What follows belongs to an exercise in optimizing a design on an open flow for small area; a production flow would make more cautious choices.
No functional check of the RTL was part of any run shown here.
No activity file was given, so power comes from the tool's default toggle rates.

## flow/design.v (module list and top-level ports; edited modules follow where they fit)
// module color_tracker: 1466 lines
// module fa: 4 lines
// module ha: 4 lines
module color_tracker
(
    input   wire        clk         ,
    input   wire        rst_n       ,
    output  wire [15:0] pix_addr    ,
    output  wire        pix_rden    ,
    input   wire [15:0] pix_data    ,
    output  wire [7:0]  vga_r       ,
    output  wire [7:0]  vga_g       ,
    output  wire [7:0]  vga_b       ,
    output  reg         th_hsync    ,
    output  reg         th_vsync    ,
    output  wire [31:0] x_error     ,
    output  wire [31:0] h_error
 ) ;
function rge;
    input [15:0] a;
    input [15:0] b;
    integer i;
    reg c;
    begin
        c = 1'b1;
        for (i = 0; i < 16; i = i + 1)
            c = (a[i] & ~b[i]) | (~(a[i] ^ b[i]) & c);
  // ...
==> flow/flow/run.sh <==
#!/bin/bash
# The standard layout (standard.sh: the ORFS run, unchanged synthesis),
# with two changes: the buffers ORFS puts on every input and output port are
# the platform's smallest buffer, sky130_fd_sc_hd__buf_1, and clock tree
# synthesis uses clkbuf_8, larger sink clusters and no dummy loads.
set -euo pipefail
bash standard.sh "BUFFER_PORTS_ARGS=-buffer_cell sky130_fd_sc_hd__buf_1" \
  "CTS_ARGS=-sink_clustering_enable -repair_clock_nets -buf_list sky130_fd_sc_hd__clkbuf_8 -dont_use_dummy_load -sink_clustering_size 30 -sink_clustering_max_diameter 150" \
  finish > standard_flow.log 2>&1
==> flow/standard.sh <==
#!/bin/bash
# synth_recipe.tcl (not shown) runs the flow's synth.tcl, then flattens the netlist and writes it again
# the make line also repeats each setting of config.mk as NAME=value (left out here)
make -C /OpenROAD-flow-scripts/flow DESIGN_CONFIG=/design/flow/config.mk WORK_HOME=/design/flow/orfs CLKGATE_MAP_FILE= SYNTH_SCRIPT=/design/flow/synth_recipe.tcl "${@:-finish}"
==> flow/config.mk <==
export PLATFORM = sky130hd
export DESIGN_NAME = color_tracker
export DESIGN_NICKNAME = color_tracker
export VERILOG_FILES = /design/flow/design.v
export SDC_FILE = /design/flow/constraint.sdc
export NUM_CORES = 4
export LEC_CHECK = 0
export CAP_MARGIN = 20
export CORE_MARGIN = 2
export CORE_UTILIZATION = 65
export CTS_BUF_LIST = sky130_fd_sc_hd__clkbuf_8
export SLEW_MARGIN = 20
export SYNTH_HIERARCHICAL = 1
==> flow/constraint.sdc <==
create_clock -name core_clock -period 12.0 [get_ports {clk}]
set_input_delay 2.4000 -clock core_clock [delete_from_list [all_inputs] [get_ports {clk}]]
set_output_delay 2.4000 -clock core_clock [all_outputs]
set_load 0.01 [all_outputs]
==> flow_metrics.py, run 1 <==
metrics = {
    "sta": {
        "setup_viol_count_final": 0,
        "fin_setup_tns_ps": 0,
        "fin_crit_sh_pct": 96.8,
    },
    "drt": {
        "top_layer_used": "met4",
        "vias": 8733,
        "drt_first_pass_iters": 5,
        "detail_route.wl_per_cell_um": 17.2,
    },
    "layout": {
        "buf_share_pct": 4.16,
        "top_area_cell_class": "multi-input combinational cells",
    },
    "power": {
        "p_int_w": 0.000886,
        "switching_power_w": 0.000404,
        "pg_seq_w": 0.000612,
        "p_comb_share_pct": 29.1,
    },
    "run_status": {
        "status": "timing/DRC/antenna clean",
    },
    "grt": {
        "grt_pass1_vias": 9247,
        "grt_util_met2_pct": 47.3,
    },
    "logic_synthesis": {
        "synth.avg_cell_area_sq_um": 10.6,
        "ys_warn_count": 7,
        "synth_xor_area_share_pct": 1.91,
        "synth_edf_count": 0,
        "netlist_top_cells_count": "fa_1, ha_1, inv_1, and2_1, dfxtp_1",
        "synth.distinct_cells": 58,
    },
    "critical_path": {
        "cp_num_buf_inv": 4,
    },
    "floorplanning": {
        "die_area_sq_mm": 0.0216,
    },
    "clock_network": {
        "cts_buffers": 17,
        "cts_tree": "yes",
    },
}
==> run 2: changes to the inputs <==
--- a/flow/design.v
+++ b/flow/design.v
@@ -763,17 +763,17 @@
 ha u_ha6 (.a(d3[11]), .b(d3[5]), .s(hs_23), .co(hc_24));
 fa u_fa7 (.a(hs_1), .b(d3[6]), .c(hc_24), .s(fs_25), .co(fc_26));
 fa u_fa8 (.a(fs_3), .b(hs_11), .c(fc_26), .s(fs_27), .co(fc_28));
 fa u_fa9 (.a(fs_5), .b(fs_13), .c(fc_28), .s(fs_29), .co(fc_30));
 fa u_fa10 (.a(fs_7), .b(fs_15), .c(fc_30), .s(fs_31), .co(fc_32));
 fa u_fa11 (.a(hs_9), .b(fs_17), .c(fc_32), .s(fs_33), .co(fc_34));
 fa u_fa12 (.a(hc_10), .b(hs_19), .c(fc_34), .s(fs_35), .co(fc_36));
 ha u_ha7 (.a(hs_21), .b(fc_36), .s(hs_37), .co(hc_38));
-assign hs_39 = hc_22 ^ hc_38;
+ha u_ha8 (.a(hc_22), .b(hc_38), .s(hs_39), .co(hc_40));
 ha u_ha9 (.a(hs_23), .b(d3[0]), .s(hs_41), .co(hc_42));
 fa u_fa13 (.a(fs_25), .b(d3[1]), .c(hc_42), .s(fs_43), .co(fc_44));
 fa u_fa14 (.a(fs_27), .b(d3[2]), .c(fc_44), .s(fs_45), .co(fc_46));
 fa u_fa15 (.a(fs_29), .b(d3[3]), .c(fc_46), .s(fs_47), .co(fc_48));
 fa u_fa16 (.a(fs_31), .b(d3[4]), .c(fc_48), .s(fs_49), .co(fc_50));
 ha u_ha10 (.a(fs_33), .b(fc_50), .s(hs_51), .co(hc_52));
 ha u_ha11 (.a(fs_35), .b(hc_52), .s(hs_53), .co(hc_54));
 ha u_ha12 (.a(hs_37), .b(hc_54), .s(hs_55), .co(hc_56));
@@ -855,17 +855,17 @@
 assign xc_136 = (hc_118 | xc_134);
 ha u_ha23 (.a(d3[11]), .b(fs_127), .s(hs_137), .co(hc_138));
 fa u_fa41 (.a(hs_97), .b(xs_129), .c(hc_138), .s(fs_139), .co(fc_140));
 fa u_fa42 (.a(fs_99), .b(xs_131), .c(fc_140), .s(fs_141), .co(fc_142));
 fa u_fa43 (.a(fs_101), .b(xs_133), .c(fc_142), .s(fs_143), .co(fc_144));
 fa u_fa44 (.a(fs_103), .b(xs_135), .c(fc_144), .s(fs_145), .co(fc_146));
 ha u_ha24 (.a(hs_105), .b(fc_146), .s(hs_147), .co(hc_148));
 ha u_ha25 (.a(hs_107), .b(hc_148), .s(hs_149), .co(hc_150));
-assign hs_151 = hc_108 ^ hc_150;
+ha u_ha26 (.a(hc_108), .b(hc_150), .s(hs_151), .co(hc_152));
 assign t_c19[0] = xs_119;
 assign t_c19[1] = fs_121;
 assign t_c19[2] = fs_123;
 assign t_c19[3] = fs_125;
 assign t_c19[4] = hs_137;
 assign t_c19[5] = fs_139;
 assign t_c19[6] = fs_141;
 assign t_c19[7] = fs_143;
@@ -875,17 +875,17 @@
 assign t_c19[11] = hs_151;
 ha u_ha27 (.a(fs_43), .b(d3[11]), .s(hs_153), .co(hc_154));
 fa u_fa45 (.a(fs_45), .b(d3[12]), .c(hc_154), .s(fs_155), .co(fc_156));
 fa u_fa46 (.a(fs_47), .b(d3[13]), .c(fc_156), .s(fs_157), .co(fc_158));
 fa u_fa47 (.a(fs_49), .b(d3[14]), .c(fc_158), .s(fs_159), .co(fc_160));
 fa u_fa48 (.a(hs_51), .b(d3[15]), .c(fc_160), .s(fs_161), .co(fc_162));
 ha u_ha28 (.a(hs_53), .b(fc_162), .s(hs_163), .co(hc_164));
 ha u_ha29 (.a(hs_55), .b(hc_164), .s(hs_165), .co(hc_166));
-assign hs_167 = hs_57 ^ hc_166;
+ha u_ha30 (.a(hs_57), .b(hc_166), .s(hs_167), .co(hc_168));
 assign t_k5[0] = hs_41;
 assign t_k5[1] = hs_153;
 assign t_k5[2] = fs_155;
 assign t_k5[3] = fs_157;
 assign t_k5[4] = fs_159;
 assign t_k5[5] = fs_161;
 assign t_k5[6] = hs_163;
 assign t_k5[7] = hs_165;
@@ -893,17 +893,17 @@
 ha u_ha31 (.a(h[1]), .b(h[0]), .s(hs_169), .co(hc_170));
 ha u_ha32 (.a(h[2]), .b(hc_170), .s(hs_171), .co(hc_172));
 ha u_ha33 (.a(h[3]), .b(hc_172), .s(hs_173), .co(hc_174));
 ha u_ha34 (.a(h[4]), .b(hc_174), .s(hs_175), .co(hc_176));
 ha u_ha35 (.a(h[5]), .b(hc_176), .s(hs_177), .co(hc_178));
 ha u_ha36 (.a(h[6]), .b(hc_178), .s(hs_179), .co(hc_180));
 ha u_ha37 (.a(h[7]), .b(hc_180), .s(hs_181), .co(hc_182));
 ha u_ha38 (.a(h[8]), .b(hc_182), .s(hs_183), .co(hc_184));
-assign hs_185 = h[9] ^ hc_184;
+ha u_ha39 (.a(h[9]), .b(hc_184), .s(hs_185), .co(hc_186));
 assign h_inc[0] = ~h[0];
 assign h_inc[1] = hs_169;
 assign h_inc[2] = hs_171;
 assign h_inc[3] = hs_173;
 assign h_inc[4] = hs_175;
 assign h_inc[5] = hs_177;
 assign h_inc[6] = hs_179;
 assign h_inc[7] = hs_181;
@@ -912,17 +912,17 @@
 ha u_ha40 (.a(v[1]), .b(v[0]), .s(hs_187), .co(hc_188));
 ha u_ha41 (.a(v[2]), .b(hc_188), .s(hs_189), .co(hc_190));
 ha u_ha42 (.a(v[3]), .b(hc_190), .s(hs_191), .co(hc_192));
 ha u_ha43 (.a(v[4]), .b(hc_192), .s(hs_193), .co(hc_194));
 ha u_ha44 (.a(v[5]), .b(hc_194), .s(hs_195), .co(hc_196));
 ha u_ha45 (.a(v[6]), .b(hc_196), .s(hs_197), .co(hc_198));
 ha u_ha46 (.a(v[7]), .b(hc_198), .s(hs_199), .co(hc_200));
 ha u_ha47 (.a(v[8]), .b(hc_200), .s(hs_201), .co(hc_202));
-assign hs_203 = v[9] ^ hc_202;
+ha u_ha48 (.a(v[9]), .b(hc_202), .s(hs_203), .co(hc_204));
 assign v_inc[0] = ~v[0];
 assign v_inc[1] = hs_187;
 assign v_inc[2] = hs_189;
 assign v_inc[3] = hs_191;
 assign v_inc[4] = hs_193;
 assign v_inc[5] = hs_195;
 assign v_inc[6] = hs_197;
 assign v_inc[7] = hs_199;
@@ -938,17 +938,17 @@
 ha u_ha56 (.a(addr[7]), .b(hc_218), .s(hs_219), .co(hc_220));
 ha u_ha57 (.a(addr[8]), .b(hc_220), .s(hs_221), .co(hc_222));
 ha u_ha58 (.a(addr[9]), .b(hc_222), .s(hs_223), .co(hc_224));
 ha u_ha59 (.a(addr[10]), .b(hc_224), .s(hs_225), .co(hc_226));
 ha u_ha60 (.a(addr[11]), .b(hc_226), .s(hs_227), .co(hc_228));
 ha u_ha61 (.a(addr[12]), .b(hc_228), .s(hs_229), .co(hc_230));
 ha u_ha62 (.a(addr[13]), .b(hc_230), .s(hs_231), .co(hc_232));
 ha u_ha63 (.a(addr[14]), .b(hc_232), .s(hs_233), .co(hc_234));
-assign hs_235 = addr[15] ^ hc_234;
+ha u_ha64 (.a(addr[15]), .b(hc_234), .s(hs_235), .co(hc_236));
 assign addr_nx[0] = hs_205;
 assign addr_nx[1] = hs_207;
 assign addr_nx[2] = hs_209;
 assign addr_nx[3] = hs_211;
 assign addr_nx[4] = hs_213;
 assign addr_nx[5] = hs_215;
 assign addr_nx[6] = hs_217;
 assign addr_nx[7] = hs_219;
@@ -1221,24 +1221,24 @@
 assign cs_567 = fc_538 ? fs_559 : fs_547;
 assign cs_568 = fc_538 ? fs_561 : fs_549;
 assign cc_569 = fc_538 ? fc_562 : fc_550;
 ha u_ha74 (.a(fs_517), .b(fc_516), .s(hs_570), .co(hc_571));
 fa u_fa146 (.a(fs_519), .b(fc_518), .c(hc_571), .s(fs_572), .co(fc_573));
 fa u_fa147 (.a(fs_521), .b(fc_520), .c(fc_573), .s(fs_574), .co(fc_575));
 fa u_fa148 (.a(hs_523), .b(fc_522), .c(fc_575), .s(fs_576), .co(fc_577));
 fa u_fa149 (.a(~wr_387), .b(hc_524), .c(fc_577), .s(fs_578), .co(fc_579));
-assign fs_580 = wr_388 ^ wr_387 ^ fc_579;
+fa u_fa150 (.a(wr_388), .b(wr_387), .c(fc_579), .s(fs_580), .co(fc_581));
 assign xs_582 = ~(fs_517 ^ fc_516);
 assign xc_583 = (fs_517 | fc_516);
 fa u_fa151 (.a(fs_519), .b(fc_518), .c(xc_583), .s(fs_584), .co(fc_585));
 fa u_fa152 (.a(fs_521), .b(fc_520), .c(fc_585), .s(fs_586), .co(fc_587));
 fa u_fa153 (.a(hs_523), .b(fc_522), .c(fc_587), .s(fs_588), .co(fc_589));
 fa u_fa154 (.a(~wr_387), .b(hc_524), .c(fc_589), .s(fs_590), .co(fc_591));
-assign fs_592 = wr_388 ^ wr_387 ^ fc_591;
+fa u_fa155 (.a(wr_388), .b(wr_387), .c(fc_591), .s(fs_592), .co(fc_593));
 assign cs_594 = cc_569 ? xs_582 : hs_570;
 assign cs_595 = cc_569 ? fs_584 : fs_572;
 assign cs_596 = cc_569 ? fs_586 : fs_574;
 assign cs_597 = cc_569 ? fs_588 : fs_576;
 assign cs_598 = cc_569 ? fs_590 : fs_578;
 assign cs_599 = cc_569 ? fs_592 : fs_580;
 assign hv[0] = pp_299;
 assign hv[1] = hs_525;
==> flow/flow/run.sh (replaced) <==
#!/bin/bash
# The standard layout (standard.sh: the ORFS run, unchanged synthesis),
# with one change: the buffers ORFS puts on every input and output port are
# the platform's smallest buffer, sky130_fd_sc_hd__buf_1.
set -euo pipefail
bash standard.sh "BUFFER_PORTS_ARGS=-buffer_cell sky130_fd_sc_hd__buf_1" finish > standard_flow.log 2>&1
==> run 2 against run 1 <==
Against the previous run: core utilization increased by 0.95 points; routed wire length rose by 1.5%; combinational power fell by 2%; critical path type unchanged.
==> flow_metrics.py, run 2 <==
metrics = {
    "logic_synthesis": {
        "ys.flop_type": "dfxtp_1",
        "synth.avg_cell_area_sq_um": 10.7,
        "ys_seq_area_share_pct": 28.5,
        "synth_top_area_share_pct": 23.2,
        "ys_warn_count": 7,
        "synthMuxAreaShare_pct": 1.59,
        "synth-compound-area-share_pct": 7.78,
        "yosys.area_share.simple_pct": 15.5,
        "yosysTopAreaCell": "fa_1",
        "syn-num-nets": 1580,
        "synth_seq_cells": 167,
        "synthTopCellsByArea": "fa_1, ha_1, dfrtp_1",
        "netlist_area_sq_mm": 0.0134,
        "synth.distinct_cells": 66,
        "synth_edf_count": 0,
        "synth.most_common_cell": "fa_1",
        "synth_xor_area_share_pct": 1.17,
        "synth_top_family_by_area": "adder cells",
        "syn_inst": 1255,
        "netlist_top_cells_count": "fa_1, ha_1, inv_1, and2_1, dfxtp_1",
        "synth_adder_area_share_pct": 37.3,
        "synth-async-reset-ratio_pct": 55.7,
    },
    "sta": {
        "fin_setup_tns_ps": 0,
        "fin_crit_sh_pct": 96.8,
        "drv_slew": 0,
        "hold_viol": 0,
        "min_period_ps": 11610,
        "skew_ps": 21.5,
        "setup_viol_count_final": 0,
        "clock.fmax_mhz": 86.1,
        "rsz0062_at_grt": "no",
        "tightest_slew_ps": 930,
        "slew_headroom_pct": 37.5,
    },
    "clock_network": {
        "ctsHoldBuffers": 0,
        "clockBufferDepth": 2,
        "cts_max_level": 4,
        "cts_tree": "yes",
        "cts_buffers": 17,
        "cts.sinks": 167,
        "root_buffer": "clkbuf_8",
        "clk_latency_ps": 460,
        "clk_pin_slew_ps": 100,
    },
    "critical_path": {
        "critPathMaxStageDelay_ps": 730,
        "cpMostUsedCell": "fa_1",
        "cp_data_arrival_time_ps": 9210,
        "critical_path.max_fanout": 10,
        "cp_num_buf_inv": 4,
        "cpLargestDelayFamily": "adder cells",
        "path_class": "reg2out",
        "cp.required_ps": 9600,
        "setup.worst_path.end_class": "output port",
        "cp-start-kind": "register",
        "crit_chain": "inv_1 > ha_1 > inv_1 > fa_1 > fa_1 > fa_1 > fa_1 > fa_1 > fa_1 > fa_1 > and2_1 > fa_1 > fa_1 > fa_1 > fa_1 > fa_1 > fa_1 > fa_1 > fa_1 > fa_1 > mux2i_1 > buf_4 > mux2_2 > buf_1",
        "slowest_stage": "fa_1",
    },
    "layout": {
        "final_cell_area_sq_mm": 0.0141,
        "utilization_pct": 69.6,
        "drive_gt1_share_pct": 7.06,
        "fillers": 1593,
        "syn_to_final_growth_pct": 5.10,
        "mostFrequentLayoutCell": "fa_1",
        "num_antenna_cells": 0,
        "final_nets": 1629,
        "final_cell_mix": "fa_1, ha_1, buf_1, inv_1, and2_1",
    },
    "grt": {
        "grt_pass1_vias": 8907,
        "gr-total-overflow": 0,
        "grt_max_degree": 62,
        "track_usage_pct": 26.5,
        "grt_pass1_wl_mm": 45.8,
        "antenna_found_initial": 0,
    },
    "floorplanning": {
        "die_area_sq_mm": 0.0219,
        "fp-row-count": 52,
        "start_util_pct": 66.2,
        "fp.dieH_um": 148,
        "fp.dieW_um": 148,
        "pin_count": 125,
        "coreArea_sq_mm": 0.0203,
    },
    "power": {
        "p_int_w": 0.000939,
        "vdd_drop_max_uv": 92.1,
        "switching_power_w": 0.000456,
        "power_density_mw_per_mm2": 98.7,
        "swShare_pct": 32.7,
        "p_leak_nw": 6.47,
        "p_clk_share_pct": 29.7,
        "p_comb_share_pct": 26.5,
        "p_seq_share_pct": 43.8,
    },
    "placement": {
        "gp_congestion": 0.886,
        "dpl_cell_area_sq_mm": 0.0137,
        "place_hpwl_mm": 21.3,
        "port-buffer-count": 124,
    },
    "drt": {
        "drt_first_pass_iters": 5,
        "drc": 0,
        "via_per_inst": 5.62,
        "drt_iter0_drc": 451,
        "postRouteAntennaNets": 0,
        "vias": 8917,
        "wl_mm": 27.6,
        "detail_route.wl_per_cell_um": 17.4,
    },
    "worst_hold_path": {
        "hold_path.class": "reg2reg",
    },
    "run_status": {
        "status": "timing/DRC/antenna clean",
    },
    "flow_run": {
        "cap_violations": 0,
    },
}
==> run 2: final timing paths <==
kind                                      start  depth (start not counted)  slack [ps]                  to
worst min-delay path              d2[5]$_DFF_P_                          0         330       d3[5]$_DFF_P_
worst min register to register    d2[5]$_DFF_P_                          0         330       d3[5]$_DFF_P_
max in group asynchronous                 rst_n                          2        8900   or_b[0]$_DFF_PN0_
worst max register to register   d3[12]$_DFF_P_                         18        5890       nb0$_DFF_PN0_
min in group asynchronous                 rst_n                          1        1890  cnt[6]$_DFFE_PN0P_
worst max-delay path            y1[0]$_DFF_PN0_                         24         390         h_error[19]
==> run 2: power by group through the flow <==
| stage | clock [W] | combinational, W | sequential (W) |
|---|---|---|---|
| floorplan | 0 | 0.000289 | 0.000617 |
| global route | 0.000447 | 0.000436 | 0.000616 |
| CTS | 0.000424 | 0.000377 | 0.000612 |
| finish | 0.000415 | 0.000369 | 0.000611 |
| global placement | 0 | 0.000363 | 0.000622 |
| detailed placement | 0 | 0.000374 | 0.000623 |
==> run 2: repair_timing <==
| action | 4_1_cts | 5_1_grt |
|---|---|---|
| resized for setup | 0 | 6 |
| buffers inserted | 0 | 3 |
| setup endpoints to repair | 0 | 18 |
==> run 2: worst register-to-register path: cells and delay by family, from the launching register on <==
family        cells  cell delay, ps
fa+ha+maj        14            4970
simple gates      2             490
flops             1             410
buf+inv           2              90
==> run 2: kinds of logic after synthesis <==
group / after synthesis
fa+ha+maj: 307
xor+xnor: 18
compound gates: 151
mux: 20
buf+inv: 223
flops: 167
simple gates: 368
other cells: 1
==> run 2: area by class of cell <==
type / count / area [sq um] / share of cell area [%]
Multi-Input combinational cell: 866 / 8570 / 60.6
Sequential cell: 167 / 3830 / 27.1
Timing Repair Buffer: 134 / 544 / 3.85
Inverter: 118 / 443 / 3.13
Tap cell: 270 / 338 / 2.39
Clock buffer: 18 / 248 / 1.75
Clock inverter: 14 / 158 / 1.12
==> run 2: metrics by stage <==
step           hold slack, ps  setup WS [ps]  instances  total power (W)
6_report                  330            389       1587          0.00140
5_1_grt                   339          0.511       1587          0.00150
4_1_cts                   327            112       1583          0.00141
3_5_place_dp              312            616       1551         0.000997
3_3_place_gp              310            780       1551         0.000985
2_1_floorplan             310            689       1255         0.000906
==> run 2: modules after synthesis (local to each module, per instance) <==
module / area [sq um] / times used
ha: 12.5 / 74
fa: 20.0 / 155
color_tracker: 9420 / 1
==> run 2: per-layer routing <==
layer	GRT usage, %	up-vias	wire [um]
li1	-	4226	-
met3	4.04	28	1270
met5	0	-	0
met4	5.86	0	391
met2	45.3	238	13900
met1	36.3	4425	12000

-- port drivers added, routing unchanged --
The results above use ideal ports. As a check the final layouts listed here were re-extracted and re-timed, cells and wires unchanged.
Step 1 sets driving cells, clkbuf_16 on the clock port and buf_2 on the other inputs (assumed; they add their load-dependent delay and slew).
Step 2 adds t to the input delays and takes it off the output delays; t is the mean of the earliest and latest rising clock arrival at the registers after step 1. Input paths then give back, and output paths get back, about the clock's delay inside the block.
Three values: ideal, step 1, step 2; two values: the first two.
run	t, ns	setup WS [ns]	worst setup path at the end
run 1	0.482	0.380 / 0.337 / 0.819	register to output
run 2	0.492	0.389 / 0.346 / 0.839	register to output
After both steps setup and hold are still met in every run listed.
